What follows belongs to an exercise in optimizing a design on an open flow for small area; a production flow would make more cautious choices.
Function was checked by simulation only, so behaviour that the tests miss may differ from the original.
Power is estimated from default activity; no workload was simulated.

--- flow/config.mk ---
export PLATFORM = sky130hd
export DESIGN_NAME = DS18B20
export DESIGN_NICKNAME = DS18B20
export VERILOG_FILES = /design/flow/design.v
export SDC_FILE = /design/flow/constraint.sdc
export NUM_CORES = 4
export LEC_CHECK = 0
export CAP_MARGIN = 20
export CORE_MARGIN = 2
export CORE_UTILIZATION = 40
export SLEW_MARGIN = 20
--- flow/design.v ---
module Binary_to_BCD(
   input[7:0] binary,
   output reg[3:0] Hundreds,
   output reg[3:0] Tens,
   output reg[3:0] Ones
   );
integer i;
always@(binary) begin
    Hundreds = 4'd0;
    Tens = 4'd0;
    Ones = 4'd0;
    for(i=7;i>=0;i=i-1) begin
        if(Hundreds >= 5)
           Hundreds = Hundreds + 3;
        if(Tens >=5 )
            Tens = Tens + 3;
        if(Ones >= 5)
            Ones = Ones + 3;
        Hundreds = Hundreds<<1;
        Hundreds[0] = Tens[3];
        Tens = Tens<<1;
        Tens[0]=Ones[3];
        Ones = Ones<<1;
        Ones[0] = binary[i];
    end
end
endmodule
module LCD(
		sys_clk,
		sys_rst_n,
		Num2,
		Num3,
		Num4,
		DIO,
		SCLK,
		RCLK
		);
input sys_clk,sys_rst_n;
input[3:0] Num2;
input[3:0] Num3;
input[3:0] Num4;
output reg DIO;
output reg SCLK;
output reg RCLK;
localparam [18:0] LFSR_RST   = 19'h56192;   
localparam [18:0] LFSR_PAUSE = 19'h2b0c9;   
reg [18:0] lfsr;
reg clk;
wire pause = (lfsr == LFSR_PAUSE);
always @(posedge sys_clk or negedge sys_rst_n) begin
	if(!sys_rst_n) begin
		lfsr <= LFSR_RST;
		clk  <= 1'b0;
	end
	else begin
		lfsr <= {lfsr[17:0], lfsr[18] ^ lfsr[6] ^ pause};
		if (!pause)
			clk <= ~clk;
	end
end
wire lcd_en = !pause && !clk;
function [7:0] lut;
	input [3:0] n;
	case(n)
	4'd0:  lut=8'hc0;
	4'd1:  lut=8'hf9;
	4'd2:  lut=8'ha4;
	4'd3:  lut=8'hb0;
	4'd4:  lut=8'h99;
	4'd5:  lut=8'h92;
	4'd6:  lut=8'h82;
	4'd7:  lut=8'hf8;
	4'd8:  lut=8'h80;
	4'd9:  lut=8'h90;
	4'd10: lut=8'hc6; 
	default: lut=8'hff;
	endcase
endfunction
reg [1:0] d;
reg       b;
reg [2:0] k;
reg [1:0] wc;
reg [3:0] dv;      
wire [7:0] seg = lut(dv);
wire dbit = b ? (k == ~{1'b0, d}) : (seg[~k] & !(d == 2'd2 && k == 3'd0));
always @(posedge sys_clk or negedge sys_rst_n) begin
	if(!sys_rst_n) begin
		d  <= 2'd0;
		b  <= 1'b1;
		k  <= 3'd3;
		wc <= 2'd3;
		DIO  <= 1'b0;
		SCLK <= 1'b0;
		RCLK <= 1'b0;
	end
	else if(lcd_en) begin
		if (wc != 2'd3) begin
			DIO <= dbit;
			if (wc == 2'd1) SCLK <= 1'b0;
			if (wc == 2'd2) SCLK <= 1'b1;
			if (wc == 2'd2) begin
				wc <= (k == 3'd7) ? 2'd3 : 2'd0;
				k  <= k + 1'b1;
			end
			else
				wc <= wc + 1'b1;
		end
		else begin
			if (!b || k == 3'd3) begin
				b  <= ~b;
				k  <= 3'd0;
				wc <= 2'd0;
			end
			else
				k <= k + 1'b1;
			if (b && k == 3'd0) RCLK <= 1'b0;
			if (b && k == 3'd1) RCLK <= 1'b1;
			if (b && k == 3'd2) d <= d + 1'b1;
		end
	end
end
always @(posedge sys_clk)
	if (lcd_en && wc == 2'd3 && b && k == 3'd3)
		case (d)
		2'd0: dv <= 4'd10;
		2'd1: dv <= Num2;
		2'd2: dv <= Num3;
		default: dv <= Num4;
		endcase
endmodule
module DS18B20(
  input             clk,                 
  input             rst_n,               
  input             one_wire_in,         
  output reg        one_wire_oe,         
  output     [15:0] temperature,         
  output reg [7:0]  LED,
  output            DIO,
  output            SCLK,
  output            RCLK
);
reg [25:0] led_lfsr;
wire led_step = (led_lfsr == 26'ha97ac3);
always @(posedge clk, negedge rst_n)
  if (!rst_n) begin
    led_lfsr <= 26'h254bd61;
    LED      <= 8'b10101010;
  end
  else begin
    led_lfsr <= {led_lfsr[24:0], led_lfsr[25] ^ led_lfsr[4] ^ led_step};
    if (led_step)
      LED <= LED + 1'b1;
  end
reg [5:0] div;
wire tick_1us = (div == 6'h0e);
always @(posedge clk, negedge rst_n)
  if (!rst_n)
    div <= 6'h04;
  else
    div <= {div[4:0], div[5] ^ div[4] ^ tick_1us};
localparam KP = 2'd0, KW = 2'd1, K6 = 2'd2, KR = 2'd3;
reg [1:0]  kind;
reg [1:0]  sub;
reg [3:0]  idx;         
reg        ph;          
reg [19:0] cnt;
reg [12:0] tbuf;        
function hit;
  input [19:0] c;
  input [19:0] k;
  hit = ((c & k) == k);
endfunction
wire [15:0] wword = ph ? 16'hBECC : 16'h44CC;
wire        wb    = wword[idx];
wire        last  = (idx == 4'd15);
wire        slow0 = (kind == KW) && !wb;      
always @(posedge clk, negedge rst_n)
begin
  if (!rst_n)
  begin
    kind        <= KR;           
    sub         <= 2'd3;
    idx         <= 4'd15;
    ph          <= 1'b0;
    cnt         <= 20'd72;
    one_wire_oe <= 1'b0;
    tbuf        <= 13'h001F;
  end
  else if (tick_1us)
  begin
    cnt <= cnt + 1'b1;
    case (kind)
      KP: case (sub)
            2'd0: begin one_wire_oe <= 1'b1; sub <= 2'd1; end
            2'd1: if (hit(cnt, 502)) begin one_wire_oe <= 1'b0; sub <= 2'd2; end
            2'd2: if (hit(cnt, 605)) begin
                    if (one_wire_in) begin cnt <= 0; sub <= 2'd0; end
                    else sub <= 2'd3;
                  end
            2'd3: if (hit(cnt, 1007)) begin kind <= KW; cnt <= 0; sub <= 2'd0; end
          endcase
      K6: if (one_wire_in || hit(cnt, 750001)) begin kind <= KP; cnt <= 0; end
      default:   
          case (sub)
            2'd0: if (!slow0 || cnt[0]) begin one_wire_oe <= 1'b1; sub <= 2'd1; end
            2'd1: if (slow0 ? hit(cnt, 82) : cnt[1]) begin
                    one_wire_oe <= 1'b0;
                    sub <= (kind == KR) ? 2'd2 : 2'd3;
                  end
            2'd2: if (hit(cnt, 14)) begin
                    case (idx)
                      4'd0:  tbuf[0]  <= one_wire_in;
                      4'd1:  tbuf[1]  <= one_wire_in;
                      4'd2:  tbuf[2]  <= one_wire_in;
                      4'd3:  tbuf[3]  <= one_wire_in;
                      4'd4:  tbuf[4]  <= one_wire_in;
                      4'd5:  tbuf[5]  <= one_wire_in;
                      4'd6:  tbuf[6]  <= one_wire_in;
                      4'd7:  tbuf[7]  <= one_wire_in;
                      4'd8:  tbuf[8]  <= one_wire_in;
                      4'd9:  tbuf[9]  <= one_wire_in;
                      4'd10: tbuf[10] <= one_wire_in;
                      4'd12: tbuf[12] <= one_wire_in;
                      default: ;
                    endcase
                    sub <= 2'd3;
                  end
            2'd3: if (kind == KR ? (last ? hit(cnt, 72) : hit(cnt, 71))
                                 : (last ? hit(cnt, 84) : hit(cnt, 83))) begin
                    idx <= idx + 1'b1;
                    cnt <= 0;
                    sub <= 2'd0;
                    if (last) begin
                      if (kind == KR) kind <= KP;
                      else begin
                        kind <= ph ? KR : K6;
                        ph   <= ~ph;
                      end
                    end
                  end
          endcase
    endcase
  end
end
wire [3:0] lo = tbuf[3:0];
assign temperature[3:0]   = ((lo>=10)?(lo-4'd10):lo)>>1;
Binary_to_BCD U_Binary_to_BCD_1(.binary({1'b0, tbuf[10:4]}),
                                .Hundreds(),
                                .Tens(temperature[11:8]),
                                .Ones(temperature[7:4])
                                );
assign temperature[15:12] = {3'b000, tbuf[12]};    
LCD U_LCD_1(
    .sys_clk(clk),
    .sys_rst_n(rst_n),
    .Num2(temperature[3:0]),
    .Num3(temperature[7:4]),
    .Num4(temperature[11:8]),
    .DIO(DIO),
    .SCLK(SCLK),
    .RCLK(RCLK)
    );
endmodule
--- flow/constraint.sdc ---
create_clock -name core_clock -period 20.0 [get_ports {clk}]
set_input_delay 4.0000 -clock core_clock [delete_from_list [all_inputs] [get_ports {clk}]]
set_output_delay 4.0000 -clock core_clock [all_outputs]
set_load 0.01 [all_outputs]
--- flow/run.sh ---
#!/bin/bash
# synth_recipe.tcl (not shown) runs the flow's synth.tcl, then flattens the netlist and writes it again
# the make line also repeats each setting of config.mk as NAME=value (left out here)
make -C /OpenROAD-flow-scripts/flow DESIGN_CONFIG=/design/flow/config.mk WORK_HOME=/design/flow/orfs CLKGATE_MAP_FILE= SYNTH_SCRIPT=/design/flow/synth_recipe.tcl finish
==> impl_metrics.csv, run 1 <==
group,metric,value,unit
outcome,outcome,"complete, no violations",
floorplan,dieArea,17200,sq um
synthesis,synth.distinct_cells,69,
setup_path,cp-start-kind,"flop",
hold_path,whs_path_depth,0,
timing,skew,7.70,ps
cts,cts_max_path_buffers,2,
synthesis,syn_area,6480,sq um
power,sequentialPowerShare,0.386,
synthesis,yosysTopAreaCell,"dfrtp_1",
setup_path,r2r-start,"tbuf[9]",
floorplan,num_rows,46,
place,place.gp.congestion,0.874,
setup_path,rr_endpoint,"U_LCD_1.seg[0]",
cts,clock-sinks,123,
power,comb_power_share,0.103,
layout,drive_above_1_share,0.166,
timing,min_period,10200,ps
power,ir_drop,0.0648,mV
cts,htree_levels,4,
run,max-cap-violations,0,
grt,grt_overflow,0,
detailed_routing,viasPerCell,5.22,
power,power_density,86.4,nW/um^2
power,power,657,uW
timing,timing.fmax,0.0980,GHz
power,p_leak,3.19,nW
timing,slew_headroom,0.319,
layout,diodes,0,
detailed_routing,antenna_left,0,
setup_path,crit_fanout,6,
synthesis,synth_edf_count,4,
timing,hold_viol,0,
synthesis,synth_cells,629,
floorplan,initial_utilization,0.408,
hold_path,min_path_type,"reg2reg",
grt,grt_pass1_wl,21700,microns
power,intPower,510,uW
hold_path,worstHoldStart,"led_lfsr[5]",
setup_path,r2r_cells,28,
timing,tns,0,ps
synthesis,yosysMostFrequentCell,"dfrtp_1",
layout,area_growth,17.3,%
synthesis,synth_common_cells,"dfrtp_1, nand2_1, dfstp_2",
synthesis,netlist_top_cells_area,"dfrtp_1, dfstp_2, ha_1",
timing,rsz0062_at_grt,"no",
setup_path,crit_arrival,6200,ps
place,io_buffers,26,
cts,post_cts_buffers,0,
setup_path,r2r_slack,13250,ps
power,p_switching,147,uW
detailed_routing,wire_per_inst,14.2,microns
floorplan,die_w,131,microns
detailed_routing,route.detailed.drc,0,
setup_path,crit_type,"reg2out",
timing,post-route-period-util,0.510,
synthesis,synth_seq_cells,123,
grt,first_global_vias,4658,
place,hpwlAfterDp,8810,microns
timing,finalSetupViolCount,0,
cts,cts_made_buffers,17,
cts,tritoncts,"built",
timing,tightestPinTransition,1020,ps
hold_path,hold_end,"led_lfsr[6]",
setup_path,cp-end-kind,"primary output",
synthesis,synth-async-reset-ratio,0.911,
synthesis,yosysSeqAreaShare,0.481,
detailed_routing,vias,4649,
detailed_routing,first_pass_iters,4,
detailed_routing,wirelength,12600,microns
floorplan,io_pins,31,
cts,clkTransAtPathRegs,50,ps
cts,clock_latency,410,ps
detailed_routing,drtIter0Drc,283,
cts,hold_buffers,0,
cts,clk_root_buffer_cell,"clkbuf_16",
synthesis,syn_area_per_cell,10.3,sq um
timing,slew_viol_final,0,
cts,cts_resized,0,
grt,antenna_found_initial,0,
setup_path,required,16000,ps
grt,grt_util_all_layers,0.153,
floorplan,core-area,15900,sq um
synthesis,yosys_warnings,3,
grt,grt_max_degree,86,
power,switching_share,0.223,
synthesis,synth_top_area_share,0.259,
power,clkPwrFrac,0.510,
synthesis,synth_ff_type,"dfrtp_1",
layout,fin_nets,706,
floorplan,die_h,131,microns
-- sequential cells by signal (all words and copies together), names as in the netlist, 2 cells and up --
| register | flops |
|---|---|
| U_LCD_1.lfsr | 19 |
| tbuf | 11 |
| sub | 2 |
| U_LCD_1.wc | 2 |
| cnt | 20 |
| LED | 8 |
| idx | 4 |
| div | 6 |
| U_LCD_1.seg | 7 |
| kind | 2 |
| U_LCD_1.d | 2 |
| led_lfsr | 26 |
| U_LCD_1.dv | 4 |
| U_LCD_1.k | 3 |
-- power by group through the flow --
stage               clock network [mW]  logic (mW)  registers, mW
finish                           0.335      0.0680          0.254
global route                     0.357      0.0752          0.254
CTS                              0.344      0.0682          0.254
detailed placement                   0      0.0679          0.258
global placement                     0      0.0657          0.258
floorplan                            0      0.0434          0.257
-- worst max-delay path: stages, from the launching register on --
cell,delay [ps]
dfrtp_1,380
inv_1,150
ha_1,170
inv_1,40
ha_1,250
a21oi_1,290
xnor2_1,210
inv_1,130
ha_1,290
and2b_1,220
nor3_1,360
nor3_1,180
xnor2_1,230
ha_1,280
nor2b_1,340
nor2_1,130
o31a_1,130
a211oi_1,250
xnor2_1,210
ha_1,310
nand2b_1,90
and4_1,240
nand2b_1,200
xnor2_1,160
clkdlybuf4s50_1,550
-- area by class of cell --
type,count,area (sq um)
repair buffers,27,269
multi-input cells,452,3140
well taps,216,270
clock inverters,8,154
flip-flops and latches,123,3120
clock buffers,24,503
fillers,1437,8280
inverters,40,150
-- cells in the final DEF, fill, tap and decap left out, types with 11 or more instances in the layout --
cell type | netlist | layout
dfstp_2 | 45 | 45
ha_1 | 42 | 42
nor2_1 | 42 | 42
dfrtp_1 | 67 | 67
xor2_1 | 11 | 11
mux2_2 | 20 | 20
mux2i_1 | 11 | 11
clkbuf_16 | 0 | 18
inv_1 | 40 | 40
o21ai_0 | 38 | 38
a21oi_1 | 23 | 23
nor3_1 | 19 | 19
xnor2_1 | 19 | 19
clkdlybuf4s50_1 | 0 | 25
nand3_1 | 24 | 24
nand2_1 | 57 | 57
nand4_1 | 13 | 13
-- cell families after synthesis --
group | after synthesis | synth area share
compound gates | 122 | 0.126
xor+xnor | 30 | 0.0405
fa+ha+maj | 42 | 0.0811
buf+inv | 57 | 0.0371
flops | 123 | 0.481
mux | 33 | 0.0573
other cells | 1 | 0.000578
simple gates | 221 | 0.177
-- routing by layer --
| layer | track usage | vias up | wire [microns] |
|---|---|---|---|
| met1 | 0.187 | 2252 | 5930 |
| met5 | 0 | - | 0 |
| li1 | - | 2288 | - |
| met2 | 0.256 | 86 | 5990 |
| met3 | 0.0413 | 23 | 469 |
| met4 | 0.0592 | 0 | 229 |
-- worst max-delay path by stage --
| stage | startpoint | to | slack, ps | cells after the start |
|---|---|---|---|---|
| 2_1_floorplan | tbuf[9] | temperature[5] | 11370 | 23 |
| 3_3_place_gp | tbuf[9] | temperature[5] | 10560 | 24 |
| 3_5_place_dp | tbuf[9] | temperature[5] | 10290 | 24 |
| 4_1_cts | tbuf[9] | temperature[5] | 9850 | 24 |
| 5_1_grt | tbuf[9] | temperature[5] | 9230 | 24 |
| 6_report | tbuf[9] | temperature[5] | 9800 | 24 |
-- per-stage QoR --
step / hold WS [ps] / instances / setup slack [ps] / cell area, sq um / utilization
after floorplan: 347 / 632 / 11370 / 6490 / -
after global placement: 352 / 858 / 10560 / 6940 / 0.437
after detailed placement: 352 / 858 / 10290 / 6940 / 0.437
after CTS: 368 / 890 / 9850 / 7600 / 0.478
after global routing: 369 / 890 / 9230 / 7600 / 0.479
final: 366 / 890 / 9800 / 7600 / 0.479
==> inputs of run 2 (changes only) <==
--- a/flow/design.v
+++ b/flow/design.v
@@ -1,28 +1,39 @@
 module Binary_to_BCD(
-   input[7:0] binary,
-   output reg[3:0] Hundreds,
-   output reg[3:0] Tens,
-   output reg[3:0] Ones
+   input  [6:0] binary,
+   output [3:0] Tens,
+   output [3:0] Ones
    );
-integer i;
-always@(binary) begin
-    Hundreds = 4'd0;
-    Tens = 4'd0;
-    Ones = 4'd0;
-    for(i=7;i>=0;i=i-1) begin
-        if(Hundreds >= 5)
-           Hundreds = Hundreds + 3;
-        if(Tens >=5 )
-            Tens = Tens + 3;
-        if(Ones >= 5)
-            Ones = Ones + 3;
-        Hundreds = Hundreds<<1;
-        Hundreds[0] = Tens[3];
-        Tens = Tens<<1;
-        Tens[0]=Ones[3];
-        Ones = Ones<<1;
-        Ones[0] = binary[i];
-    end
-end
+wire [5:0] y = binary[6:1];
+wire [2:0] r;
+wire [3:0] q;
+assign r[0] = (y==6'd1) | (y==6'd3) | (y==6'd6) | (y==6'd8) | (y==6'd11) | (y==6'd13) |
+    (y==6'd16) | (y==6'd18) | (y==6'd21) | (y==6'd23) | (y==6'd26) | (y==6'd28) |
+    (y==6'd31) | (y==6'd33) | (y==6'd36) | (y==6'd38) | (y==6'd41) | (y==6'd43) |
+    (y==6'd46) | (y==6'd48) | (y==6'd51) | (y==6'd53) | (y==6'd56) | (y==6'd58) |
+    (y==6'd61) | (y==6'd63);
+assign r[1] = (y==6'd2) | (y==6'd3) | (y==6'd7) | (y==6'd8) | (y==6'd12) | (y==6'd13) |
+    (y==6'd17) | (y==6'd18) | (y==6'd22) | (y==6'd23) | (y==6'd27) | (y==6'd28) |
+    (y==6'd32) | (y==6'd33) | (y==6'd37) | (y==6'd38) | (y==6'd42) | (y==6'd43) |
+    (y==6'd47) | (y==6'd48) | (y==6'd52) | (y==6'd53) | (y==6'd57) | (y==6'd58) |
+    (y==6'd62) | (y==6'd63);
+assign r[2] = (y==6'd4) | (y==6'd9) | (y==6'd14) | (y==6'd19) | (y==6'd24) | (y==6'd29) |
+    (y==6'd34) | (y==6'd39) | (y==6'd44) | (y==6'd49) | (y==6'd54) | (y==6'd59);
+assign q[0] = (y==6'd5) | (y==6'd6) | (y==6'd7) | (y==6'd8) | (y==6'd9) | (y==6'd15) |
+    (y==6'd16) | (y==6'd17) | (y==6'd18) | (y==6'd19) | (y==6'd25) | (y==6'd26) |
+    (y==6'd27) | (y==6'd28) | (y==6'd29) | (y==6'd35) | (y==6'd36) | (y==6'd37) |
+    (y==6'd38) | (y==6'd39) | (y==6'd45) | (y==6'd46) | (y==6'd47) | (y==6'd48) |
+    (y==6'd49) | (y==6'd55) | (y==6'd56) | (y==6'd57) | (y==6'd58) | (y==6'd59);
+assign q[1] = (y==6'd10) | (y==6'd11) | (y==6'd12) | (y==6'd13) | (y==6'd14) | (y==6'd15) |
+    (y==6'd16) | (y==6'd17) | (y==6'd18) | (y==6'd19) | (y==6'd30) | (y==6'd31) |
+    (y==6'd32) | (y==6'd33) | (y==6'd34) | (y==6'd35) | (y==6'd36) | (y==6'd37) |
+    (y==6'd38) | (y==6'd39) | (y==6'd60) | (y==6'd61) | (y==6'd62) | (y==6'd63);
+assign q[2] = (y==6'd20) | (y==6'd21) | (y==6'd22) | (y==6'd23) | (y==6'd24) | (y==6'd25) |
+    (y==6'd26) | (y==6'd27) | (y==6'd28) | (y==6'd29) | (y==6'd30) | (y==6'd31) |
+    (y==6'd32) | (y==6'd33) | (y==6'd34) | (y==6'd35) | (y==6'd36) | (y==6'd37) |
+    (y==6'd38) | (y==6'd39);
+assign q[3] = (y==6'd40) | (y==6'd41) | (y==6'd42) | (y==6'd43) | (y==6'd44) | (y==6'd45) |
+    (y==6'd46) | (y==6'd47) | (y==6'd48) | (y==6'd49);
+assign Ones = {r, binary[0]};
+assign Tens = q;
 endmodule
 module LCD(
@@ -62,18 +73,7 @@
 function [7:0] lut;
 	input [3:0] n;
-	case(n)
-	4'd0:  lut=8'hc0;
-	4'd1:  lut=8'hf9;
-	4'd2:  lut=8'ha4;
-	4'd3:  lut=8'hb0;
-	4'd4:  lut=8'h99;
-	4'd5:  lut=8'h92;
-	4'd6:  lut=8'h82;
-	4'd7:  lut=8'hf8;
-	4'd8:  lut=8'h80;
-	4'd9:  lut=8'h90;
-	4'd10: lut=8'hc6; 
-	default: lut=8'hff;
-	endcase
+	lut = n[3] ? (n[1] ? 8'hc6 : n[0] ? 8'h90 : 8'h80) :     
+	      n[2] ? (n[1] ? (n[0] ? 8'hf8 : 8'h82) : (n[0] ? 8'h92 : 8'h99)) :
+	             (n[1] ? (n[0] ? 8'hb0 : 8'ha4) : (n[0] ? 8'hf9 : 8'hc0));
 endfunction
 reg [1:0] d;
@@ -133,5 +133,5 @@
   input             rst_n,               
   input             one_wire_in,         
-  output reg        one_wire_oe,         
+  output            one_wire_oe,         
   output     [15:0] temperature,         
   output reg [7:0]  LED,
@@ -184,5 +184,4 @@
     ph          <= 1'b0;
     cnt         <= 20'd72;
-    one_wire_oe <= 1'b0;
     tbuf        <= 13'h001F;
   end
@@ -192,6 +191,6 @@
     case (kind)
       KP: case (sub)
-            2'd0: begin one_wire_oe <= 1'b1; sub <= 2'd1; end
-            2'd1: if (hit(cnt, 502)) begin one_wire_oe <= 1'b0; sub <= 2'd2; end
+            2'd0: sub <= 2'd1;
+            2'd1: if (hit(cnt, 502)) sub <= 2'd2;
             2'd2: if (hit(cnt, 605)) begin
                     if (one_wire_in) begin cnt <= 0; sub <= 2'd0; end
@@ -203,9 +202,7 @@
       default:   
           case (sub)
-            2'd0: if (!slow0 || cnt[0]) begin one_wire_oe <= 1'b1; sub <= 2'd1; end
-            2'd1: if (slow0 ? hit(cnt, 82) : cnt[1]) begin
-                    one_wire_oe <= 1'b0;
+            2'd0: if (!slow0 || cnt[0]) sub <= 2'd1;
+            2'd1: if (slow0 ? hit(cnt, 82) : cnt[1])
                     sub <= (kind == KR) ? 2'd2 : 2'd3;
-                  end
             2'd2: if (hit(cnt, 14)) begin
                     case (idx)
@@ -243,8 +240,8 @@
   end
 end
+assign one_wire_oe = (sub == 2'd1);
 wire [3:0] lo = tbuf[3:0];
 assign temperature[3:0]   = ((lo>=10)?(lo-4'd10):lo)>>1;
-Binary_to_BCD U_Binary_to_BCD_1(.binary({1'b0, tbuf[10:4]}),
-                                .Hundreds(),
+Binary_to_BCD U_Binary_to_BCD_1(.binary(tbuf[10:4]),
                                 .Tens(temperature[11:8]),
                                 .Ones(temperature[7:4])
==> flow/flow/run.sh (new file) <==
#!/bin/bash
# Layout flow: the standard layout (standard.sh) with two changes.
# 1. Synthesis skips ORFS's adder extraction (extract_fa, which also turns
#    the XOR/AND pairs of decoders into half-adder cells that ABC cannot
#    optimise) and ABC maps with the area-oriented script flow/area.abc
#    (deep AIG resynthesis, then area-only mapping) instead of the speed
#    script. The registers are the same as in the standard synthesis.
# 2. Ports are buffered with buf_1 cells (buffer_ports -buffer_cell).
# Logs: flow_synth.log (script generation), standard_flow.log (make), and
# ORFS's per-step logs under orfs/logs/.
set -euo pipefail
W=$(cd "$(dirname "${BASH_SOURCE[0]}")/.." && pwd)
cd "$W"
mkdir -p "$W/flow_synth"
python3 - "$W" > "$W/flow_synth.log" 2>&1 <<'P'
import os, sys
w = sys.argv[1]
src = open(os.path.join(os.environ["FLOW_HOME"], "scripts", "synth.tcl")).read()
old = '[dont_use_adder_kinds] ne "none"\n}'
assert src.count(old) == 1, "adder step not found"
src = src.replace(old, '[dont_use_adder_kinds] ne "none" && 0\n}')
pre = "source $::env(SCRIPTS_DIR)/synth_preamble.tcl"
assert src.count(pre) == 1, "preamble not found"
src = src.replace(pre, pre + "\nlset abc_args 1 %s/flow/area.abc" % w)
open(os.path.join(w, "flow_synth", "synth.tcl"), "w").write(src)
b = open(os.path.join(w, "synth_recipe.tcl")).read()
line = "source $::env(SCRIPTS_DIR)/synth.tcl"
assert b.count(line) == 1, "synth_recipe.tcl changed"
b = b.replace(line, "source %s/flow_synth/synth.tcl" % w)
open(os.path.join(w, "flow_synth", "synth_recipe.tcl"), "w").write(b)
print("synthesis scripts written")
P
bash standard.sh SYNTH_SCRIPT="$W/flow_synth/synth_recipe.tcl" \
  BUFFER_PORTS_ARGS="-buffer_cell sky130_fd_sc_hd__buf_1" \
  finish > "$W/standard_flow.log" 2>&1
==> flow/flow/area.abc (new file) <==
&get -n
&st
&deepsyn -J 150 -T 240
&nf -a -R 1000
&put
==> flow/standard.sh (new file) <==
#!/bin/bash
# synth_recipe.tcl (not shown) runs the flow's synth.tcl, then flattens the netlist and writes it again
# the make line also repeats each setting of config.mk as NAME=value (left out here)
make -C /OpenROAD-flow-scripts/flow DESIGN_CONFIG=/design/flow/config.mk WORK_HOME=/design/flow/orfs CLKGATE_MAP_FILE= SYNTH_SCRIPT=/design/flow/synth_recipe.tcl "${@:-finish}"
--- a/flow/config.mk
+++ b/flow/config.mk
@@ -9,3 +9,4 @@
 export CORE_MARGIN = 2
 export CORE_UTILIZATION = 40
+export CTS_BUF_LIST = sky130_fd_sc_hd__clkbuf_4
 export SLEW_MARGIN = 20
removed: flow/run.sh
==> run 2 against run 1 <==
Still clean on timing, DRC and antenna. First-iteration DRC count decreased by 30%. Via count shrank 26%. Setup slack better by 2800 ps. Clock power fell by 41%. Final cell count down 26%. Sequential power is 7% lower. Non-clock buffer count unchanged. Power is 33% lower. Clock-buffer cell count down 4. Register-to-register slack improved by 2600 ps. Largest power group is now sequential cells.
==> impl_metrics.csv, run 2 <==
group,metric,value,unit
power,power,443,uW
layout,fin_nets,502,
cts,clkTransAtPathRegs,100,ps
synthesis,synth_common_cells,"dfrtp_1, nor2_1, nand2_1",
setup_path,crit_cells,12,
layout,regArea,2950,sq um
synthesis,synth_top_area_share,0.336,
timing,tns,0,ps
synthesis,synth-async-reset-ratio,0.965,
setup_path,crit_chain,"nor2b_1, nor2_1, nand3_1, nand2_1, a21oi_1, a311oi_1, clkinv_1, nor4b_1, o311ai_0, a31oi_1, xnor2_1, buf_1",
setup_path,crit_type,"reg2out",
synthesis,synth_cells,455,
setup_path,cp_slowest_cell,"dfrtp_1",
layout,largest_register_ffs,26,
cts,htree_levels,4,
grt,grt_max_degree,67,
grt,grt_pass1_wl,15300,microns
run,max-cap-violations,0,
detailed_routing,vias,3440,
setup_path,slowest_delay,450,ps
grt,first_global_vias,3347,
synthesis,synth_seq_cells,115,
place,hpwlAfterDp,5920,microns
setup_path,cp_top_family,"simple AND/OR/NAND/NOR gates",
timing,slew_viol_final,0,
layout,layout_common_cells,"dfrtp_1, nor2_1, nand2_1",
synthesis,yosysMostFrequentCell,"dfrtp_1",
timing,slew_headroom,0.331,
layout,area_growth,12.3,%
synthesis,synth_edf_count,4,
floorplan,dieArea,13200,sq um
floorplan,io_pins,31,
floorplan,initial_utilization,0.409,
synthesis,syn_area_per_cell,10.8,sq um
synthesis,synth_ff_type,"dfrtp_1",
synthesis,synth.distinct_cells,50,
setup_path,required,16000,ps
timing,timing.fmax,0.135,GHz
layout,final_util,0.459,
cts,clock-sinks,115,
detailed_routing,wirelength,8660,microns
power,power_density,80.3,nW/um^2
timing,min_period,7390,ps
synthesis,syn_area,4910,sq um
layout,reg.largest.list,"led_lfsr: 26 flops, cnt: 20 flops, U_LCD_1.lfsr: 19 flops",
synthesis,yosysSeqAreaShare,0.601,
setup_path,r2r_cells,15,
cts,hold_buffers,0,
place,placed_cell_area,5180,sq um
layout,layout_commonest_cell,"dfrtp_1",
setup_path,crit_arrival,3390,ps
grt,antenna_found_initial,0,
detailed_routing,first_pass_iters,4,
floorplan,die_h,115,microns
setup_path,crit_fanout,8,
setup_path,cp-end-kind,"primary output",
cts,cts_resized,0,
timing,skew,13.4,ps
power,ir_drop,0.0457,mV
layout,multi_input_area,1870,sq um
synthesis,yosysTopAreaCell,"dfrtp_1",
place,io_buffers,26,
layout,diodes,0,
layout,drive_above_1_share,0.148,
timing,fin_hold_ws,370,ps
timing,rsz0062_at_grt,"no",
setup_path,critPathBufInv,2,
detailed_routing,viasPerCell,5.22,
timing,tightestPinTransition,1000,ps
synthesis,netlist_top_cells_area,"dfrtp_1, dfstp_2, nor2_1",
floorplan,num_rows,40,
floorplan,core-area,12000,sq um
setup_path,cp-start-kind,"flop",
place,place.gp.congestion,0.825,
cts,post_cts_buffers,0,
timing,finalSetupViolCount,0,
cts,clock_latency,500,ps
detailed_routing,drtIter0Drc,198,
timing,hold_viol,0,
layout,regMostFlops,"led_lfsr",
detailed_routing,route.detailed.drc,0,
cts,tritoncts,"built",
power,p_leak,2.30,nW
hold_path,min_path_type,"reg2reg",
cts,cts_made_buffers,17,
hold_path,whs_path_depth,0,
outcome,outcome,"complete, no violations",
detailed_routing,wire_per_inst,13.1,microns
grt,grt_overflow,0,
layout,fill_cells,1137,
floorplan,die_w,115,microns
layout,finalInstanceArea,5520,sq um
detailed_routing,antenna_left,0,
grt,grt_util_all_layers,0.146,
synthesis,yosys_warnings,2,
timing,post-route-period-util,0.369,
cts,clk_root_buffer_cell,"clkbuf_4",
cts,cts_max_path_buffers,2,
run 2: cell count changes in the layout (fill, tap and decap cells not counted), moves of 21 or more:
cell / change
clkbuf_4: +21
ha_1: -42
inv_1: -40
buf_1: +25
clkdlybuf4s50_1: -25
o21ai_0: -22
run 2: cell type report:
type                    count  share of cell area
flip-flops and latches    115               0.536
multi-input cells         322               0.339
inverters                  16              0.0109
clock inverters            12              0.0338
clock buffers              20              0.0272
well taps                 147              0.0333
repair buffers             27              0.0197
run 2: layer usage:
metal	vias up	wire, microns	global-route usage
met4	0	129	0.0586
li1	1698	-	-
met2	45	4140	0.230
met1	1682	4060	0.189
met5	-	0	0
met3	15	335	0.0485
run 2: logic make-up after synthesis:
| family | Yosys count | synth area share |
|---|---|---|
| compound gates | 76 | 0.101 |
| other cells | 1 | 0.000763 |
| simple gates | 207 | 0.209 |
| xor+xnor | 24 | 0.0428 |
| flops | 115 | 0.601 |
| mux | 11 | 0.0252 |
| buf+inv | 21 | 0.0199 |
run 2: through the flow:
stage,worst slack [ps],std cells
after floorplan,13580,458
after global routing,12280,659
final,12610,659
after detailed placement,13150,627
after global placement,13340,627
after CTS,12560,659
run 2: where the power goes:
| group | switching [mW] | internal, mW | leakage [nW] |
|---|---|---|---|
| logic | 0.00853 | 0.00262 | 0.766 |
| clock network | 0.0820 | 0.114 | 0.175 |
| registers | 0.000854 | 0.235 | 1.36 |
run 2: worst paths after layout:
check	startpoint	slack, ps	to
worst max-delay path	tbuf[9]	12610	temperature[5]
worst min register to register	led_lfsr[11]	370	led_lfsr[12]
worst min-delay path	led_lfsr[11]	370	led_lfsr[12]
min in group asynchronous	rst_n	3530	U_LCD_1.SCLK
max in group asynchronous	rst_n	15260	led_lfsr[17]
worst max register to register	div[2]	15880	cnt[19]
==> inputs of run 3 (changes only) <==
--- a/flow/design.v
+++ b/flow/design.v
@@ -164,9 +164,9 @@
 reg [3:0]  idx;         
 reg        ph;          
-reg [19:0] cnt;
+reg [12:0] cnt;         
 reg [12:0] tbuf;        
 function hit;
-  input [19:0] c;
-  input [19:0] k;
+  input [12:0] c;
+  input [12:0] k;
   hit = ((c & k) == k);
 endfunction
@@ -183,5 +183,5 @@
     idx         <= 4'd15;
     ph          <= 1'b0;
-    cnt         <= 20'd72;
+    cnt         <= 13'd72;
     tbuf        <= 13'h001F;
   end
@@ -199,5 +199,15 @@
             2'd3: if (hit(cnt, 1007)) begin kind <= KW; cnt <= 0; sub <= 2'd0; end
           endcase
-      K6: if (one_wire_in || hit(cnt, 750001)) begin kind <= KP; cnt <= 0; end
+      K6: if (one_wire_in || ((idx & 4'hB) == 4'hB && sub[0] && ph && hit(cnt, 13'h11B1))) begin    
+            kind <= KP; cnt <= 0; sub <= 2'd0; idx <= 4'd0; ph <= 1'b1;
+          end
+          else if (cnt == 13'h1FFF) begin
+            ph <= ~ph;
+            if (ph) begin
+              sub <= sub + 1'b1;
+              if (sub == 2'd3)
+                idx <= idx + 1'b1;
+            end
+          end
       default:   
           case (sub)
@@ -232,5 +242,5 @@
                       else begin
                         kind <= ph ? KR : K6;
-                        ph   <= ~ph;
+                        ph   <= 1'b0;      
                       end
                     end
@@ -240,5 +250,5 @@
   end
 end
-assign one_wire_oe = (sub == 2'd1);
+assign one_wire_oe = (sub == 2'd1) && (kind != K6);
 wire [3:0] lo = tbuf[3:0];
 assign temperature[3:0]   = ((lo>=10)?(lo-4'd10):lo)>>1;
--- a/flow/flow/run.sh
+++ b/flow/flow/run.sh
@@ -7,4 +7,6 @@
 #    script. The registers are the same as in the standard synthesis.
 # 2. Ports are buffered with buf_1 cells (buffer_ports -buffer_cell).
+# 3. Clock tree synthesis uses clkbuf_8 buffers and inserts no dummy loads
+#    (CTS's skew-balancing load cells); its other options are ORFS's.
 # Logs: flow_synth.log (script generation), standard_flow.log (make), and
 # ORFS's per-step logs under orfs/logs/.
@@ -33,3 +35,4 @@
 bash standard.sh SYNTH_SCRIPT="$W/flow_synth/synth_recipe.tcl" \
   BUFFER_PORTS_ARGS="-buffer_cell sky130_fd_sc_hd__buf_1" \
+  CTS_ARGS="-sink_clustering_enable -repair_clock_nets -buf_list sky130_fd_sc_hd__clkbuf_8 -dont_use_dummy_load" \
   finish > "$W/standard_flow.log" 2>&1
==> flow/flow/area.abc (replaced) <==
&get -n
&st
&deepsyn -J 300 -T 400
&nf -a -R 1000
&put
--- a/flow/config.mk
+++ b/flow/config.mk
@@ -9,4 +9,3 @@
 export CORE_MARGIN = 2
 export CORE_UTILIZATION = 40
-export CTS_BUF_LIST = sky130_fd_sc_hd__clkbuf_4
 export SLEW_MARGIN = 20
==> run 3 against run 2 <==
Largest cell class unchanged. Critical endpoint is now temperature[6]. Still clean. Worst hold slack lost 3.9 ps. Register-to-register slack gained 420 ps. Fmax grew 6.8%.
==> impl_metrics.csv, run 3 <==
group,metric,value,unit
cts,htree_levels,3,
timing,slew_headroom,0.503,
power,p_leak,2.03,nW
setup_path,r2r-start,"div[2]",
synthesis,syn_area,4700,sq um
timing,skew,28.8,ps
floorplan,io_pins,31,
place,io_buffers,26,
timing,rsz0062_at_grt,"no",
timing,min_period,6920,ps
timing,post-route-period-util,0.346,
synthesis,synth_seq_cells,108,
setup_path,slowest_delay,450,ps
layout,fin_nets,474,
setup_path,cp_slowest_cell,"dfrtp_1",
setup_path,critPathBufInv,1,
cts,clock_latency,360,ps
synthesis,yosys_warnings,2,
layout,diodes,0,
cts,post_cts_buffers,0,
setup_path,cp-start-kind,"flop",
layout,drive_above_1_share,0.122,
outcome,outcome,"complete, no violations",
setup_path,cp_top_family,"compound AO/OA/AOI/OAI gates",
cts,cts_made_buffers,9,
layout,multi_input_area,1840,sq um
timing,finalSetupViolCount,0,
setup_path,crit_arrival,2920,ps
detailed_routing,route.detailed.drc,0,
layout,reg.largest.list,"led_lfsr: 26 flops, U_LCD_1.lfsr: 19 flops, cnt: 13 flops",
timing,timing.fmax,0.145,GHz
synthesis,synth_edf_count,4,
detailed_routing,antenna_left,0,
setup_path,cp-end-kind,"primary output",
synthesis,synth_common_cells,"dfrtp_1, dfstp_2, nand2_1",
cts,tritoncts,"built",
detailed_routing,wire_per_inst,14.4,microns
hold_path,worstHoldStart,"div[0]",
setup_path,crit_fanout,8,
grt,grt_overflow,0,
timing,slew_viol_final,0,
cts,clk_root_buffer_cell,"clkbuf_8",
place,hpwlAfterDp,6180,microns
timing,tightestPinTransition,746,ps
detailed_routing,vias,3328,
detailed_routing,drtIter0Drc,272,
floorplan,die_w,112,microns
synthesis,synth_ff_type,"dfrtp_1",
cts,hold_buffers,0,
grt,grt_pass1_wl,15100,microns
layout,largest_register_ffs,26,
grt,antenna_found_initial,0,
synthesis,synth-async-reset-ratio,0.963,
floorplan,num_rows,39,
floorplan,core-area,11500,sq um
cts,clkTransAtPathRegs,90,ps
detailed_routing,viasPerCell,5.44,
power,ir_drop,0.0322,mV
synthesis,yosysMostFrequentCell,"dfrtp_1",
layout,regMostFlops,"led_lfsr",
layout,layout_common_cells,"dfrtp_1, dfstp_2, nand2_1",
grt,grt_util_all_layers,0.146,
cts,clock-sinks,108,
place,place.gp.congestion,0.862,
setup_path,crit_type,"reg2out",
synthesis,yosysSeqAreaShare,0.591,
synthesis,yosysTopAreaCell,"dfrtp_1",
run,max-cap-violations,0,
synthesis,synth_top_area_share,0.314,
setup_path,crit_path_frequent_cell,"o311a_1",
synthesis,synth.distinct_cells,51,
setup_path,critPathLaunch,"tbuf[8]",
floorplan,dieArea,12600,sq um
power,power,330,uW
cts,cts_max_path_buffers,2,
layout,fill_cells,1069,
layout,layout.cells.non_filler,612,
setup_path,crit_chain,"nor2b_1, o211ai_1, o311a_1, a21boi_0, o221ai_1, xnor2_1, o311a_1, a21oi_1, mux2_1, buf_1",
cts,cts_resized,0,
layout,regArea,2780,sq um
timing,hold_viol,0,
detailed_routing,first_pass_iters,5,
grt,first_global_vias,3301,
setup_path,required,16000,ps
grt,grt_max_degree,63,
synthesis,netlist_top_cells_area,"dfrtp_1, dfstp_2, nand2_1",
layout,final_util,0.444,
power,power_density,64.7,nW/um^2
timing,tns,0,ps
hold_path,min_path_type,"reg2reg",
layout,area_growth,8.36,%
layout,layout_commonest_cell,"dfrtp_1",
place,dp.cells,603,
floorplan,die_h,112,microns
synthesis,synth_cells,434,
floorplan,initial_utilization,0.410,
detailed_routing,wirelength,8820,microns
synthesis,syn_area_per_cell,10.8,sq um
-- run 3: cell count changes after synthesis, sizes merged, moves of 3 or more --
cell	previous run	this run
o22ai	0	3
xor2	9	4
nand4	9	5
nor2	60	44
nand2	48	45
a21o	3	0
dfrtp	66	59
o21ai	16	20
a22oi	1	5
-- run 3: routing by layer --
| layer | part of all wire | global-route usage | vias to the layer above | routed length (microns) |
|---|---|---|---|---|
| li1 | - | - | 1618 | - |
| met1 | 0.49 | 0.198 | 1609 | 4300 |
| met2 | 0.45 | 0.225 | 83 | 3960 |
| met3 | 0.042 | 0.0335 | 18 | 373 |
| met4 | 0.021 | 0.0634 | 0 | 187 |
| met5 | 0 | 0 | - | 0 |
-- run 3: worst paths after layout --
kind                               endpoint  slack (ps)  cells after the start
max                          temperature[6]       13080                     10
max in group asynchronous            cnt[1]       15190                      2
min in group asynchronous  U_LCD_1.lfsr[17]        3640                      1
min                                  div[1]         370                      0
min reg2reg                          div[1]         370                      0
max reg2reg                          idx[3]       16300                     15
-- run 3: per-stage QoR --
step | instance area, sq um | setup WS, ps | hold WS [ps]
floorplan | 4710 | 13840 | 345
global placement | 4970 | 13670 | 352
detailed placement | 4970 | 13510 | 358
CTS | 5090 | 13110 | 372
global route | 5090 | 12900 | 377
finish | 5090 | 13080 | 367
-- run 3: cell families (layout without fill, tap and decap cells) --
kind of cell	count (synthesis)	count (layout)	synth area share
simple gates	192	192	0.210
flops	108	108	0.591
compound gates	84	84	0.116
buf+inv	19	51	0.0192
xor+xnor	18	18	0.0335
mux	12	12	0.0287
other cells	1	4	0.000798
-- run 3: cell type report --
class	count	area share
clock buffer	9	0.0243
inverter	14	0.0103
multi-input combinational	310	0.362
sequential	108	0.546
tap	143	0.0351
timing repair buffer	28	0.0228
-- run 3: power by group --
group	total [mW]	internal (mW)	switching (mW)
Clock	0.105	0.0406	0.0640
Combinational	0.00530	0.000454	0.00485
Sequential	0.220	0.220	0
Total	0.330	0.261	0.0689
==> inputs of run 4 (changes only) <==
--- a/flow/config.mk
+++ b/flow/config.mk
@@ -6,6 +6,6 @@
 export NUM_CORES = 4
 export LEC_CHECK = 0
-export CAP_MARGIN = 20
+export CAP_MARGIN = 0
 export CORE_MARGIN = 2
 export CORE_UTILIZATION = 40
-export SLEW_MARGIN = 20
+export SLEW_MARGIN = 0
==> run 4 against run 3 <==
Critical path type unchanged. Area after synthesis is the same. Utilization is the same. Largest cell class unchanged. Sequential share of layout area is the same. Clock skew is the same. First-iteration DRC count is the same. Still clean.
==> impl_metrics.csv, run 4 <==
group,metric,value,unit
synthesis,synth_edf_count,4,
detailed_routing,antenna_left,0,
cts,cts_made_buffers,9,
setup_path,cp-end-kind,"primary output",
grt,grt_pass1_wl,15100,microns
synthesis,yosys_warnings,2,
timing,tns,0,ps
setup_path,r2r_cells,15,
setup_path,cp_top_family,"compound AO/OA/AOI/OAI gates",
synthesis,synth_common_cells,"dfrtp_1, dfstp_2, nand2_1",
floorplan,num_rows,39,
setup_path,slowest_delay,450,ps
synthesis,synth_ff_type,"dfrtp_1",
timing,rsz0062_at_grt,"no",
setup_path,crit_path_frequent_cell,"o311a_1",
synthesis,synth_cells,434,
floorplan,initial_utilization,0.410,
detailed_routing,wire_per_inst,14.4,microns
layout,largest_register_ffs,26,
timing,finalSetupViolCount,0,
synthesis,yosysSeqAreaShare,0.591,
layout,area_growth,8.36,%
floorplan,die_h,112,microns
cts,clk_root_buffer_cell,"clkbuf_8",
synthesis,synth_top_area_share,0.314,
timing,timing.fmax,0.145,GHz
synthesis,synth-async-reset-ratio,0.963,
floorplan,die_w,112,microns
floorplan,io_pins,31,
hold_path,whs_path_depth,0,
place,io_buffers,26,
detailed_routing,wirelength,8820,microns
layout,final_util,0.444,
setup_path,crit_type,"reg2out",
cts,clock_latency,360,ps
setup_path,cp_slowest_cell,"dfrtp_1",
synthesis,synth.distinct_cells,51,
synthesis,yosysMostFrequentCell,"dfrtp_1",
grt,antenna_found_initial,0,
power,p_leak,2.03,nW
cts,hold_buffers,0,
synthesis,syn_area,4700,sq um
timing,post-route-period-util,0.346,
cts,cts_max_path_buffers,2,
setup_path,crit_fanout,8,
layout,regMostFlops,"led_lfsr",
place,hpwlAfterDp,6180,microns
synthesis,synth_seq_cells,108,
timing,hold_viol,0,
layout,layout_common_cells,"dfrtp_1, dfstp_2, nand2_1",
run,max-cap-violations,0,
layout,diodes,0,
setup_path,critPathBufInv,1,
grt,grt_util_all_layers,0.146,
cts,clkTransAtPathRegs,90,ps
detailed_routing,vias,3328,
hold_path,min_path_type,"reg2reg",
power,power_density,64.7,nW/um^2
layout,drive_above_1_share,0.122,
power,ir_drop,0.0322,mV
synthesis,yosysTopAreaCell,"dfrtp_1",
outcome,outcome,"complete, no violations",
grt,grt_overflow,0,
timing,slew_viol_final,0,
setup_path,crit_chain,"nor2b_1, o211ai_1, o311a_1, a21boi_0, o221ai_1, xnor2_1, o311a_1, a21oi_1, mux2_1, buf_1",
setup_path,crit_arrival,2920,ps
synthesis,syn_area_per_cell,10.8,sq um
timing,skew,28.8,ps
timing,min_period,6920,ps
timing,slew_headroom,0.503,
synthesis,netlist_top_cells_area,"dfrtp_1, dfstp_2, nand2_1",
power,power,330,uW
detailed_routing,first_pass_iters,5,
setup_path,required,16000,ps
detailed_routing,route.detailed.drc,0,
layout,reg.largest.list,"led_lfsr: 26 flops, U_LCD_1.lfsr: 19 flops, cnt: 13 flops",
cts,post_cts_buffers,0,
setup_path,cp-start-kind,"flop",
floorplan,dieArea,12600,sq um
cts,cts_resized,0,
cts,htree_levels,3,
place,place.gp.congestion,0.862,
grt,first_global_vias,3301,
setup_path,crit_cells,10,
detailed_routing,drtIter0Drc,272,
grt,grt_max_degree,63,
timing,tightestPinTransition,746,ps
floorplan,core-area,11500,sq um
cts,tritoncts,"built",
detailed_routing,viasPerCell,5.44,
layout,layout_commonest_cell,"dfrtp_1",
layout,fin_nets,474,
cts,clock-sinks,108,
-- run 4: metal layers --
layer,wire (microns),global-route usage,part of all wire,vias up
met5,0,0,0,-
met4,187,0.0634,0.021,0
met3,373,0.0335,0.042,18
met2,3960,0.225,0.45,83
met1,4300,0.198,0.49,1609
li1,-,-,-,1618
-- run 4: logic make-up after synthesis --
logic type / Yosys count / synth area share
simple gates: 192 / 0.210
flops: 108 / 0.591
compound gates: 84 / 0.116
mux: 12 / 0.0287
xor+xnor: 18 / 0.0335
buf+inv: 19 / 0.0192
other cells: 1 / 0.000798
-- run 4: final timing paths --
check	to	slack, ps	from
worst max-delay path	temperature[6]	13080	tbuf[8]
worst min-delay path	div[1]	370	div[0]
worst max register to register	idx[3]	16300	div[2]
worst min register to register	div[1]	370	div[0]
max in group asynchronous	cnt[1]	15190	rst_n
min in group asynchronous	U_LCD_1.lfsr[17]	3640	rst_n
-- run 4: power breakdown --
part,switching (mW),leakage (nW),internal [mW],total (mW)
Clock,0.0640,0.0647,0.0406,0.105
Sequential,0,1.27,0.220,0.220
Combinational,0.00485,0.699,0.000454,0.00530
-- run 4: layout make-up --
cell class              count  area [sq um]
inverters                  14          52.6
fillers                  1069          6370
well taps                 143           179
clock buffers               9           124
flip-flops and latches    108          2780
multi-input cells         310          1840
repair buffers             28           116
-- run 4: per-stage QoR --
| stage | std cells | area, sq um | setup slack [ps] | hold slack (ps) |
|---|---|---|---|---|
| 5_1_grt | 612 | 5090 | 12900 | 377 |
| 2_1_floorplan | 437 | 4710 | 13840 | 345 |
| 3_5_place_dp | 603 | 4970 | 13510 | 358 |
| 3_3_place_gp | 603 | 4970 | 13670 | 352 |
| 6_report | 612 | 5090 | 13080 | 367 |
| 4_1_cts | 612 | 5090 | 13110 | 372 |
==> inputs of run 5 (changes only) <==
==> flow/flow/area.abc (replaced) <==
&get -n
&st
&deepsyn -J 300 -T 3000
&nf -a -R 1000
&put
==> run 5 against run 4 <==
Clock skew unchanged. Clock-buffer cell count unchanged. Area after synthesis unchanged. Via count stayed put. First-iteration DRC count is the same. Die area unchanged. Setup slack stayed put. Combinational power barely moved. Largest cell class unchanged. Non-clock buffer count stayed put. Register-to-register slack about the same.
==> impl_metrics.csv, run 5 <==
group,metric,value,unit
outcome,outcome,"complete, no violations",
synthesis,yosys.area_share.simple,0.210,
detailed_routing,first_pass_iters,5,
cts,htree_levels,3,
setup_path,r2r_slack,16300,ps
place,placed_cell_area,4970,sq um
setup_path,rr_endpoint,"idx[3]",
synthesis,yosysMostFrequentCell,"dfrtp_1",
timing,slew_viol_final,0,
synthesis,synth_top_family_by_area,"simple AND/OR/NAND/NOR gates",
cts,clk_root_buffer_cell,"clkbuf_8",
layout,diodes,0,
power,p_switching,68.9,uW
cts,clock-sinks,108,
timing,tightestPinTransition,746,ps
detailed_routing,wl_met1,4300,microns
detailed_routing,route.detailed.drc,0,
cts,post_cts_buffers,0,
cts,cts_made_buffers,9,
layout,largest_register_ffs,26,
place,hpwlAfterDp,6180,microns
layout,regMostFlops,"led_lfsr",
cts,tritoncts,"built",
power,clkPwrFrac,0.317,
detailed_routing,wl_met2,3960,microns
detailed_routing,wl_met3,373,microns
place,place.gp.congestion,0.862,
hold_path,worstHoldStart,"div[0]",
detailed_routing,viasPerCell,5.44,
timing,finalSetupViolCount,0,
layout,final_util,0.444,
synthesis,yosys_warnings,2,
power,comb_power_share,0.016,
setup_path,cp-end-kind,"primary output",
floorplan,die_h,112,microns
detailed_routing,antenna_left,0,
floorplan,io_pins,31,
cts,cts_max_path_buffers,2,
layout,finalInstanceArea,5090,sq um
layout,drive_above_1_share,0.122,
grt,grt_pass1_wl,15100,microns
detailed_routing,top_layer,"met4",
synthesis,synth.distinct_cells,51,
floorplan,die_w,112,microns
timing,min_period,6920,ps
setup_path,crit_type,"reg2out",
layout,fin_nets,474,
synthesis,synth_cells,434,
setup_path,crit_arrival,2920,ps
grt,grt_max_degree,63,
detailed_routing,vias,3328,
setup_path,crit_fanout,8,
synthesis,yosysTopAreaCell,"dfrtp_1",
floorplan,dieArea,12600,sq um
power,ir_drop,0.0322,mV
synthesis,synth_compound_area_frac,0.116,
floorplan,num_rows,39,
synthesis,syn_area_per_cell,10.8,sq um
synthesis,synth_edf_count,4,
layout,area_growth,8.36,%
setup_path,r2r-start,"div[2]",
hold_path,min_path_type,"reg2reg",
cts,cts_resized,0,
setup_path,required,16000,ps
layout,layout_commonest_cell,"dfrtp_1",
grt,grt_util_all_layers,0.146,
synthesis,syn_area,4700,sq um
timing,rsz0062_at_grt,"no",
timing,tns,0,ps
synthesis,netlist_top_cells_area,"dfrtp_1, dfstp_2, nand2_1",
power,p_leak,2.03,nW
synthesis,synth_ff_type,"dfrtp_1",
power,switching_share,0.209,
synthesis,synth_seq_cells,108,
layout,fill_cells,1069,
synthesis,synth_xor_area_frac,0.0335,
synthesis,synth_top_area_share,0.314,
cts,clkTransAtPathRegs,90,ps
synthesis,yosysSeqAreaShare,0.591,
timing,skew,28.8,ps
layout,layout.cells.non_filler,612,
setup_path,r2r_cells,15,
setup_path,cp-start-kind,"flop",
grt,first_global_vias,3301,
place,io_buffers,26,
detailed_routing,wire_per_inst,14.4,microns
timing,timing.fmax,0.145,GHz
hold_path,hold_end,"div[1]",
power,sequentialPowerShare,0.667,
floorplan,initial_utilization,0.410,
synthesis,synth_mux_area_frac,0.0287,
cts,hold_buffers,0,
timing,slew_headroom,0.503,
grt,antenna_found_initial,0,
timing,hold_viol,0,
layout,layout_common_cells,"dfrtp_1, dfstp_2, nand2_1",
floorplan,core-area,11500,sq um
hold_path,whs_path_depth,0,
grt,grt_overflow,0,
detailed_routing,wirelength,8820,microns
detailed_routing,drtIter0Drc,272,
run,max-cap-violations,0,
synthesis,synth-async-reset-ratio,0.963,
timing,post-route-period-util,0.346,
power,intPower,261,uW
synthesis,yosys.area_share.adder,0,
place,dp.cells,603,
layout,reg.largest.list,"led_lfsr: 26 flops, U_LCD_1.lfsr: 19 flops, cnt: 13 flops",
cts,clock_latency,360,ps
power,power_density,64.7,nW/um^2
synthesis,synth_common_cells,"dfrtp_1, dfstp_2, nand2_1",
-- run 5: cell counts after synthesis --
Identical to the previous run, type by type.
-- run 5: worst max path at each step --
stage,from,to,slack [ps],depth (start not counted)
global route,tbuf[8],temperature[6],12900,10
global placement,tbuf[8],temperature[6],13670,10
finish,tbuf[8],temperature[6],13080,10
floorplan,tbuf[8],temperature[6],13840,9
CTS,tbuf[8],temperature[6],13110,10
detailed placement,tbuf[8],temperature[6],13510,10
-- run 5: per-layer routing --
metal  global-route usage  vias up
li1                     -     1618
met1                0.198     1609
met2                0.225       83
met3               0.0335       18
met4               0.0634        0
met5                    0        -
-- run 5: power by group through the flow --
| stage | registers [mW] | logic, mW | clock network (mW) |
|---|---|---|---|
| floorplan | 0.224 | 0.00135 | 0 |
| global placement | 0.224 | 0.00552 | 0 |
| detailed placement | 0.224 | 0.00564 | 0 |
| CTS | 0.220 | 0.00563 | 0.108 |
| global route | 0.220 | 0.00635 | 0.115 |
| finish | 0.220 | 0.00530 | 0.105 |
-- run 5: critical path, stage by stage (launching register included) --
cell and delay (ps):
dfrtp_1 450, nor2b_1 320, o211ai_1 150, o311a_1 140, a21boi_0 200, o221ai_1 230, xnor2_1 340, o311a_1 240
a21oi_1 50, mux2_1 310, buf_1 140
-- run 5: layout make-up --
cell class                      count  area (sq um)  area share
Multi-Input combinational cell    310          1840       0.362
Timing Repair Buffer               28           116      0.0228
Inverter                           14          52.6      0.0103
Clock buffer                        9           124      0.0243
Sequential cell                   108          2780       0.546
Tap cell                          143           179      0.0351
-- run 5: logic make-up (layout without fill, tap and decap cells) --
kind of cell / Yosys count / after routing
muxes: 12 / 12
xor gates and xnor gates: 18 / 18
and+or+nand+nor: 192 / 192
DFF: 108 / 108
AOI/OAI and AO/OA: 84 / 84
other: 1 / 4
buffers and inverters: 19 / 51
-- run 5: through the flow --
stage          hold WS, ps  power (mW)  setup WS (ps)
2_1_floorplan          345       0.225          13840
3_3_place_gp           352       0.229          13670
3_5_place_dp           358       0.229          13510
4_1_cts                372       0.334          13110
5_1_grt                377       0.342          12900
6_report               367       0.330          13080
==> inputs of run 6 (changes only) <==
--- a/flow/flow/run.sh
+++ b/flow/flow/run.sh
@@ -1,14 +1,17 @@
 #!/bin/bash
-# Layout flow: the standard layout (standard.sh) with two changes.
+# Layout flow: the standard layout (standard.sh) with three changes.
 # 1. Synthesis skips ORFS's adder extraction (extract_fa, which also turns
 #    the XOR/AND pairs of decoders into half-adder cells that ABC cannot
-#    optimise) and ABC maps with the area-oriented script flow/area.abc
-#    (deep AIG resynthesis, then area-only mapping) instead of the speed
-#    script. The registers are the same as in the standard synthesis.
+#    optimise). ABC maps with area-oriented scripts instead of the speed
+#    script: deep AIG resynthesis (&deepsyn) then area-only mapping (&nf -a).
+#    It is run from the same netlist with the four scripts flow/area_N.abc
+#    (deepsyn seeds 0..3) and the mapping with the smallest cell area is
+#    kept. The registers are the same as in the standard synthesis.
 # 2. Ports are buffered with buf_1 cells (buffer_ports -buffer_cell).
 # 3. Clock tree synthesis uses clkbuf_8 buffers and inserts no dummy loads
 #    (CTS's skew-balancing load cells); its other options are ORFS's.
 # Logs: flow_synth.log (script generation), standard_flow.log (make), and
-# ORFS's per-step logs under orfs/logs/.
+# ORFS's per-step logs under orfs/logs/ (1_2_yosys.log lists each ABC run's
+# area).
 set -euo pipefail
 W=$(cd "$(dirname "${BASH_SOURCE[0]}")/.." && pwd)
@@ -22,7 +25,27 @@
 assert src.count(old) == 1, "adder step not found"
 src = src.replace(old, '[dont_use_adder_kinds] ne "none" && 0\n}')
-pre = "source $::env(SCRIPTS_DIR)/synth_preamble.tcl"
-assert src.count(pre) == 1, "preamble not found"
-src = src.replace(pre, pre + "\nlset abc_args 1 %s/flow/area.abc" % w)
+abc = "  log_cmd abc {*}$abc_args\n"
+assert src.count(abc) == 1, "abc call not found"
+multi = """  design -save my_pre_abc
+  set my_best 1e30
+  foreach my_s {0 1 2 3} {
+    design -load my_pre_abc
+    set my_args $abc_args
+    lset my_args 1 %s/flow/area_$my_s.abc
+    log_cmd abc {*}$my_args
+    set my_out [tee -q -s result.string stat {*}$lib_args]
+    if { ![regexp {Chip area for module [^:]*: ([0-9.]+)} $my_out -> my_a] } {
+      error "no area from stat"
+    }
+    puts "ABC run $my_s: area $my_a"
+    if { $my_a < $my_best } {
+      set my_best $my_a
+      design -save my_best
+    }
+  }
+  design -load my_best
+  puts "kept ABC mapping with area $my_best"
+""" % w
+src = src.replace(abc, multi)
 open(os.path.join(w, "flow_synth", "synth.tcl"), "w").write(src)
 b = open(os.path.join(w, "synth_recipe.tcl")).read()
==> flow/flow/area_0.abc (new file) <==
&get -n
&st
&deepsyn -J 300 -T 3000 -S 0
&nf -a -R 1000
&put
==> flow/flow/area_1.abc (new file) <==
&get -n
&st
&deepsyn -J 300 -T 3000 -S 1
&nf -a -R 1000
&put
==> flow/flow/area_2.abc (new file) <==
&get -n
&st
&deepsyn -J 300 -T 3000 -S 2
&nf -a -R 1000
&put
==> flow/flow/area_3.abc (new file) <==
&get -n
&st
&deepsyn -J 300 -T 3000 -S 3
&nf -a -R 1000
&put
removed: flow/flow/area.abc
==> run 6 against run 5 <==
Clock skew is 6.7 ps higher. Wire length decreased by 2.7%. Power is 0.96% lower. Design area down 1.8%. Final cell count did not move. Via count fell by 1.7%. Fmax grew 7.6%. First-iteration DRC count fell by 11%.
==> impl_metrics.csv, run 6 <==
group,metric,value,unit
outcome,outcome,"complete, no violations",
synthesis,yosysMostFrequentCell,"dfrtp_1",
cts,cts_made_buffers,9,
synthesis,synth_common_cells,"dfrtp_1, nor2_1, dfstp_2",
grt,grt_util_all_layers,0.146,
cts,cts_max_path_buffers,2,
setup_path,required,16000,ps
setup_path,cp-start-kind,"flop",
floorplan,die_w,111,microns
detailed_routing,first_pass_iters,4,
grt,first_global_vias,3148,
cts,tritoncts,"built",
timing,fin_hold_ws,344,ps
layout,fin_nets,474,
layout,finalInstanceArea,5000,sq um
layout,layout_common_cells,"dfrtp_1, nor2_1, dfstp_2",
grt,grt_overflow,0,
layout,layout_commonest_cell,"dfrtp_1",
cts,clkTransAtPathRegs,110,ps
synthesis,syn_area,4610,sq um
floorplan,die_h,111,microns
timing,timing.fmax,0.155,GHz
layout,drive_above_1_share,0.119,
timing,slew_headroom,0.360,
grt,grt_max_degree,76,
timing,tightestPinTransition,958,ps
setup_path,crit_fanout,6,
timing,min_period,6430,ps
layout,fill_cells,1079,
detailed_routing,viasPerCell,5.34,
timing,rsz0062_at_grt,"no",
cts,hold_buffers,0,
synthesis,synth_top_area_share,0.320,
layout,regArea,2780,sq um
layout,diodes,0,
setup_path,crit_type,"reg2out",
floorplan,num_rows,39,
timing,hold_viol,0,
cts,clock_latency,360,ps
detailed_routing,wirelength,8590,microns
detailed_routing,route.detailed.drc,0,
place,placed_cell_area,4880,sq um
synthesis,syn_area_per_cell,10.6,sq um
synthesis,yosysTopAreaCell,"dfrtp_1",
cts,clk_root_buffer_cell,"clkbuf_8",
cts,clock-sinks,108,
timing,fin_ws,13570,ps
layout,area_growth,8.35,%
cts,cts_resized,0,
synthesis,synth_edf_count,4,
timing,post-route-period-util,0.322,
timing,slew_viol_final,0,
power,ir_drop,0.0320,mV
floorplan,initial_utilization,0.408,
grt,antenna_found_initial,0,
detailed_routing,drtIter0Drc,243,
floorplan,dieArea,12400,sq um
detailed_routing,vias,3270,
synthesis,yosysSeqAreaShare,0.602,
timing,skew,35.4,ps
floorplan,io_pins,31,
synthesis,netlist_top_cells_area,"dfrtp_1, dfstp_2, nor2_1",
place,io_buffers,26,
layout,reg.largest.list,"led_lfsr: 26 flops, U_LCD_1.lfsr: 19 flops, cnt: 13 flops",
grt,grt_pass1_wl,14800,microns
hold_path,min_path_type,"reg2reg",
cts,post_cts_buffers,0,
synthesis,synth_cells,435,
place,hpwlAfterDp,6040,microns
timing,finalSetupViolCount,0,
power,power,326,uW
detailed_routing,antenna_left,0,
layout,multi_input_area,1760,sq um
cts,htree_levels,3,
setup_path,cp-end-kind,"primary output",
layout,layout.cells.non_filler,612,
synthesis,synth_ff_type,"dfrtp_1",
synthesis,yosys_warnings,2,
place,dp.cells,603,
run,max-cap-violations,0,
power,p_leak,1.94,nW
synthesis,synth_seq_cells,108,
synthesis,synth-async-reset-ratio,0.963,
place,place_ws,13690,ps
detailed_routing,wire_per_inst,14.0,microns
power,power_density,65.3,nW/um^2
setup_path,crit_arrival,2430,ps
layout,regMostFlops,"led_lfsr",
layout,largest_register_ffs,26,
timing,tns,0,ps
place,place.gp.congestion,0.898,
synthesis,synth.distinct_cells,52,
floorplan,core-area,11300,sq um
layout,final_util,0.442,
==> run 6: where the power goes <==
group	internal (mW)	switching (mW)
Combinational	0.000317	0.00442
Sequential	0.220	0
Clock	0.0406	0.0614
Total	0.261	0.0659
==> run 6: layout make-up <==
| cell class | instances | share of cell area |
|---|---|---|
| Multi-Input combinational cell | 311 | 0.351 |
| Sequential cell | 108 | 0.556 |
| Timing Repair Buffer | 27 | 0.0218 |
| Clock buffer | 9 | 0.0248 |
| Inverter | 14 | 0.0105 |
| Tap cell | 143 | 0.0358 |
==> run 6: worst paths after layout <==
path	startpoint	to	slack [ps]	depth (start not counted)
max in group asynchronous	rst_n	div[5]	15160	2
min reg2reg	led_lfsr[12]	led_lfsr[13]	340	0
max	tbuf[10]	temperature[8]	13570	7
min	led_lfsr[12]	led_lfsr[13]	340	0
max reg2reg	div[2]	idx[3]	15780	14
min in group asynchronous	rst_n	U_LCD_1.RCLK	3580	1
==> run 6: logic make-up (layout without fill, tap and decap cells) <==
logic type,count (synthesis),count (layout),share of synthesized area
AO/OA/AOI/OAI,90,90,0.122
multiplexers,3,3,0.00732
buffers and inverters,19,50,0.0195
XOR/XNOR,21,21,0.0399
flip-flops,108,108,0.602
AND/OR/NAND/NOR,193,193,0.209
other,1,4,0.000813
==> run 6: worst max-delay path, stage by stage (launching register included) <==
cell and delay [ps]:
dfrtp_1 430, nand2_1 90, a21oi_1 380, nor3b_1 340, nor3b_1 100, a221o_1 330, xor2_1 220, buf_1 180
==> run 6: layer usage <==
metal,vias up,GRT usage,share of wire
li1,1614,-,-
met3,10,0.0392,0.041
met5,-,0,0
met1,1578,0.208,0.50
met2,68,0.217,0.44
met4,0,0.0494,0.012

==> static timing again, ports no longer ideal <==
No port has a modelled driver above. Below, the same layouts with a new extraction and two added sets of constraints. Step 1 (the two cells are an assumption about what drives the block):
set clk [get_ports {clk}]
set_driving_cell -lib_cell sky130_fd_sc_hd__clkbuf_16 $clk
set_driving_cell -lib_cell sky130_fd_sc_hd__buf_2 [delete_from_list [all_inputs] $clk]
Step 2, shift: input delay + t, output delay - t, t = (earliest + latest rising clock arrival at the registers) / 2. This alone moves slack from input paths to output paths. Slacks: ideal / step 1 / step 2; pairs: ideal / step 1.
| run | t (ns) | setup slack, ns | worst hold slack (ns) |
|---|---|---|---|
| run 1 | 0.447 | 9.798 / 9.759 / 10.206 | 0.366 / 0.366 / 0.366 |
| run 2 | 0.530 | 12.614 / 12.582 / 13.113 | 0.370 / 0.370 / 0.370 |
| run 3 | 0.386 | 13.081 / 13.046 / 13.432 | 0.367 / 0.367 / 0.367 |
| run 4 | 0.386 | 13.081 / 13.046 / 13.432 | 0.367 / 0.367 / 0.367 |
| run 5 | 0.386 | 13.081 / 13.046 / 13.432 | 0.367 / 0.367 / 0.367 |
| run 6 | 0.381 | 13.569 / 13.536 / 13.622 | 0.344 / 0.344 / 0.344 |
After both steps setup and hold are still met in every run listed.
